This is an optimization exercise on Yosys and OpenROAD, whose aim is small area, not a production implementation.
Only simulation tests tie the RTL to the original design; equivalence was not proved.
Power and IR drop assume default switching activity.

Setup of JK:
## home_inventory_top
module home_inventory_top (
    input  wire        wb_clk_i,
    input  wire        wb_rst_i,
    input  wire        wbs_stb_i,
    input  wire        wbs_cyc_i,
    input  wire        wbs_we_i,
    input  wire [3:0]  wbs_sel_i,
    input  wire [31:0] wbs_dat_i,
    input  wire [31:0] wbs_adr_i,
    output wire        wbs_ack_o,
    output wire [31:0] wbs_dat_o,
    input  wire [7:0]  core_status,
    output wire        ctrl_enable,
    output wire        ctrl_start,
    output wire [2:0]  irq_en
    ,
    output wire        adc_sclk,
    output wire        adc_cs_n,
    output wire        adc_mosi,
    input  wire        adc_miso
);
Size: ~2600 flip-flops, roughly 120 I/O pins, roughly 0.099 mm^2 of cells after synthesis.
==> flow/config.mk <==
export PLATFORM = sky130hd
export DESIGN_NAME = home_inventory_top
export DESIGN_NICKNAME = home_inventory_top
export VERILOG_FILES = /design/flow/design.v
export SDC_FILE = /design/flow/constraint.sdc
export NUM_CORES = 8
export LEC_CHECK = 0
export CAP_MARGIN = 15
export CORE_MARGIN = 2
export CORE_UTILIZATION = 60
export CTS_BUF_LIST = sky130_fd_sc_hd__clkbuf_16
export CTS_CLUSTER_DIAMETER = 80
export CTS_CLUSTER_SIZE = 26
export PLACE_DENSITY = 0.85
export SLEW_MARGIN = 15
==> flow/constraint.sdc <==
create_clock -name core_clock -period 15.0 [get_ports {wb_clk_i}]
set_input_delay 3.0000 -clock core_clock [delete_from_list [all_inputs] [get_ports {wb_clk_i}]]
set_output_delay 3.0000 -clock core_clock [all_outputs]
set_load 0.01 [all_outputs]
standard.sh (not shown) runs the stock make flow with config.mk's settings and CLKGATE_MAP_FILE= SYNTH_SCRIPT=/design/flow/synth_recipe.tcl, a recipe that flattens the netlist after the stock synthesis.
==> flow/flow/run.sh <==
#!/bin/bash
set -euo pipefail
W=$PWD
S=$W/orfs_scripts
rm -rf "$S"
cp -r "$FLOW_HOME/scripts" "$S"
cp "$W/flow/abc_area.script" "$S/abc_speed.script"
sed -i 's/-sink_clustering_enable \\/-sink_clustering_enable -dont_use_dummy_load \\/' "$S/cts.tcl"
grep -q dont_use_dummy_load "$S/cts.tcl"
bash standard.sh SCRIPTS_DIR="$S" "BUFFER_PORTS_ARGS=-buffer_cell sky130_fd_sc_hd__buf_2" finish > "$W/standard_finish.log" 2>&1
==> flow/flow/abc_area.script <==
&get -n
&st
&dch
&nf -R 1000
&st
&dch
&nf -R 1000
&st
&dch
&nf -R 1000
&st
&dch
&nf -R 1000
&st
&dch
&nf -R 1000
&st
&dch
&nf -R 1000
&st
&dch
&nf -R 1000
&put
topo
stime -c
JK completed end to end with timing, DRC and antenna clean.
Changes in MS relative to JK:
Settings: SLEW_MARGIN changed from 15 to 20; CTS_CLUSTER_SIZE changed from 26 to 24; CTS_CLUSTER_DIAMETER changed from 80 to 60; CAP_MARGIN changed from 15 to 20; PLACE_DENSITY changed from 0.85 to 0.75.
==> flow/flow/abc_area.script <==
&get -n
&st
&dch
&nf
&st
&dch
&nf
&st
&dch
&nf
&st
&dch
&nf
&put
topo
stime -c
[summary]
- MS did not stop at any stage, and its layout met the timing, design-rule and antenna checks.
- First-iteration DRC count improves in MS relative to JK.
- Going from JK to MS, data required time of the worst path saw an increase; clock share of power saw an increase; power per cell area saw an increase; total via count after detailed routing saw a decrease; peak ir drop on the vdd network saw an increase.
- Summary of MS over JK: area of the die went up by 510 um^2; met1 layer wirelength in the final routing increased 6.6%; total length of routed met2 wires rose 4.8%.
- MS ended with less fraction of area in registers than JK.
The following lists how AL was set up differently from MS:
Settings: a change of CTS_CLUSTER_SIZE from 24 to 28; a change of CTS_CLUSTER_DIAMETER from 60 to 50.
==> flow/flow/abc_area.script <==
&get -n
&st
&dch
&nf -R 1000
&st
&dch
&nf -R 1000
&st
&dch
&nf -R 1000
&st
&dch
&nf -R 1000
&st
&dch
&nf -R 1000
&st
&dch
&nf -R 1000
&st
&dch
&nf -R 1000
&put
topo
stime -c
AL finished every stage and its layout cleared the timing, design-rule and antenna checks.
Diff MS -> AL | first-pass GRT wire length | decrease of 0.41%
The lower logic depth of the worst path, buffers included came out of AL.
AL reports its master of the slowest instance on the critical path as sky130_fd_sc_hd__a221oi_1 while MS reports sky130_fd_sc_hd__nor4_1.
Post-route clock period utilization is higher on AL
Final critical-path required period was lower in MS than in AL.
The faster design of the two is MS; AL tops out lower.
For AL, the critical path start-end classification was input pin to flop, unlike MS, where it was flop to flop.
In AL, the post-placement setup slack came out 0.60 ns below the value in MS.
Lower worst hold slack after final layout goes to AL over MS.
Changes in TR relative to AL:
Settings: a change of CTS_CLUSTER_SIZE from 28 to 24; a change of CTS_CLUSTER_DIAMETER from 50 to 60.
==> flow/run.sh (new file) <==
#!/bin/bash
# synth_recipe.tcl (not shown) runs the flow's synth.tcl, then flattens the netlist and writes it again
# the make line also repeats each setting of config.mk as NAME=value (left out here)
make -C /OpenROAD-flow-scripts/flow DESIGN_CONFIG=/design/flow/config.mk WORK_HOME=/design/flow/orfs CLKGATE_MAP_FILE= SYNTH_SCRIPT=/design/flow/synth_recipe.tcl finish
removed: flow/flow/run.sh
removed: flow/flow/abc_area.script
removed: flow/standard.sh
## What came out
Worst hold slack on TR is ahead of AL.
Delta(net switching power of the design, TR - AL) < 0
[compare] base=AL new=TR: initial antenna violation count climbed 2; initial core utilization held.
Count of placed standard cells in the final layout, fillers left out, TR and AL: lower on AL
Compared TR vs AL, and inverter count of the layout excluding clock inverters is down in TR.
Delta (TR minus AL): weighted congestion at the end of routability-driven global placement dropped about 1.5%; synthesized-area fraction occupied by adder cells barely changed; worst setup margin climbed 1.25 ns; via count climbed 3160.
Here is what was changed in the inputs of PW compared with TR.
Settings: changing CTS_CLUSTER_SIZE from 24 to 26; changing CAP_MARGIN from 20 to 30; changing CTS_CLUSTER_DIAMETER from 60 to 80.
==> flow/flow/run.sh (new file) <==
#!/bin/bash
set -euo pipefail
W=$PWD
S=$W/orfs_scripts
rm -rf "$S"
cp -r "$FLOW_HOME/scripts" "$S"
cp "$W/flow/abc_area.script" "$S/abc_speed.script"
sed -i 's/-sink_clustering_enable \\/-sink_clustering_enable -dont_use_dummy_load \\/' "$S/cts.tcl"
grep -q dont_use_dummy_load "$S/cts.tcl"
bash standard.sh SCRIPTS_DIR="$S" "BUFFER_PORTS_ARGS=-buffer_cell sky130_fd_sc_hd__buf_2" finish > "$W/standard_finish.log" 2>&1
==> flow/flow/abc_area.script (new file) <==
&get -n
&st
&dch
&nf -R 1000
&st
&dch
&nf -R 1000
&st
&dch
&nf -R 1000
&st
&dch
&nf -R 1000
&st
&dch
&nf -R 1000
&st
&dch
&nf -R 1000
&st
&dch
&nf -R 1000
&put
topo
stime -c
==> flow/standard.sh (new file) <==
#!/bin/bash
# synth_recipe.tcl (not shown) runs the flow's synth.tcl, then flattens the netlist and writes it again
# the make line also repeats each setting of config.mk as NAME=value (left out here)
make -C /OpenROAD-flow-scripts/flow DESIGN_CONFIG=/design/flow/config.mk WORK_HOME=/design/flow/orfs CLKGATE_MAP_FILE= SYNTH_SCRIPT=/design/flow/synth_recipe.tcl "${@:-finish}"
removed: flow/run.sh
Findings:
Per the final summary, PW finished and its layout is clean on timing, DRC and antenna.
Per the comparison of PW with TR, sequential portion of the cell area now sits higher; cell area now sits lower; effective utilization at floorplan now sits at about the same level; total die area now sits lower.
Cmp PW vs TR: detailed-route wire length lower in PW
PW ended up with fewer standard cells than TR.
Taking TR as the reference, in PW combined area of all synthesized cells went down, synthesis-to-layout area growth saw a decrease.

-- afterwards: timing with drivers on the ports --
In the flow no input, the clock included, has a driving cell. The finished layouts below were timed again as built, in two steps. Step 1, drivers: a clkbuf_16 drives wb_clk_i and a buf_2 each remaining input, both assumed. Step 2 also shifts input and output timing later by t, the mid clock arrival at the registers, as if the neighbouring blocks saw the same clock. a / b / c = ideal ports / drivers / drivers and shift; a / b = the first two.
run	t, ns	slack for setup (ns)	slew at the worst register clock pin (ns)
JK	0.878	4.011 / 3.903 / 3.024	0.11 / 0.11
MS	0.890	3.705 / 3.705 / 3.282	0.10 / 0.10
AL	0.914	3.628 / 3.555 / 2.641	0.10 / 0.10
TR	0.924	4.881 / 4.944 / 4.019	0.10 / 0.10
PW	0.860	3.516 / 3.442 / 2.582	0.11 / 0.11
After both steps setup and hold are still met in every run listed.
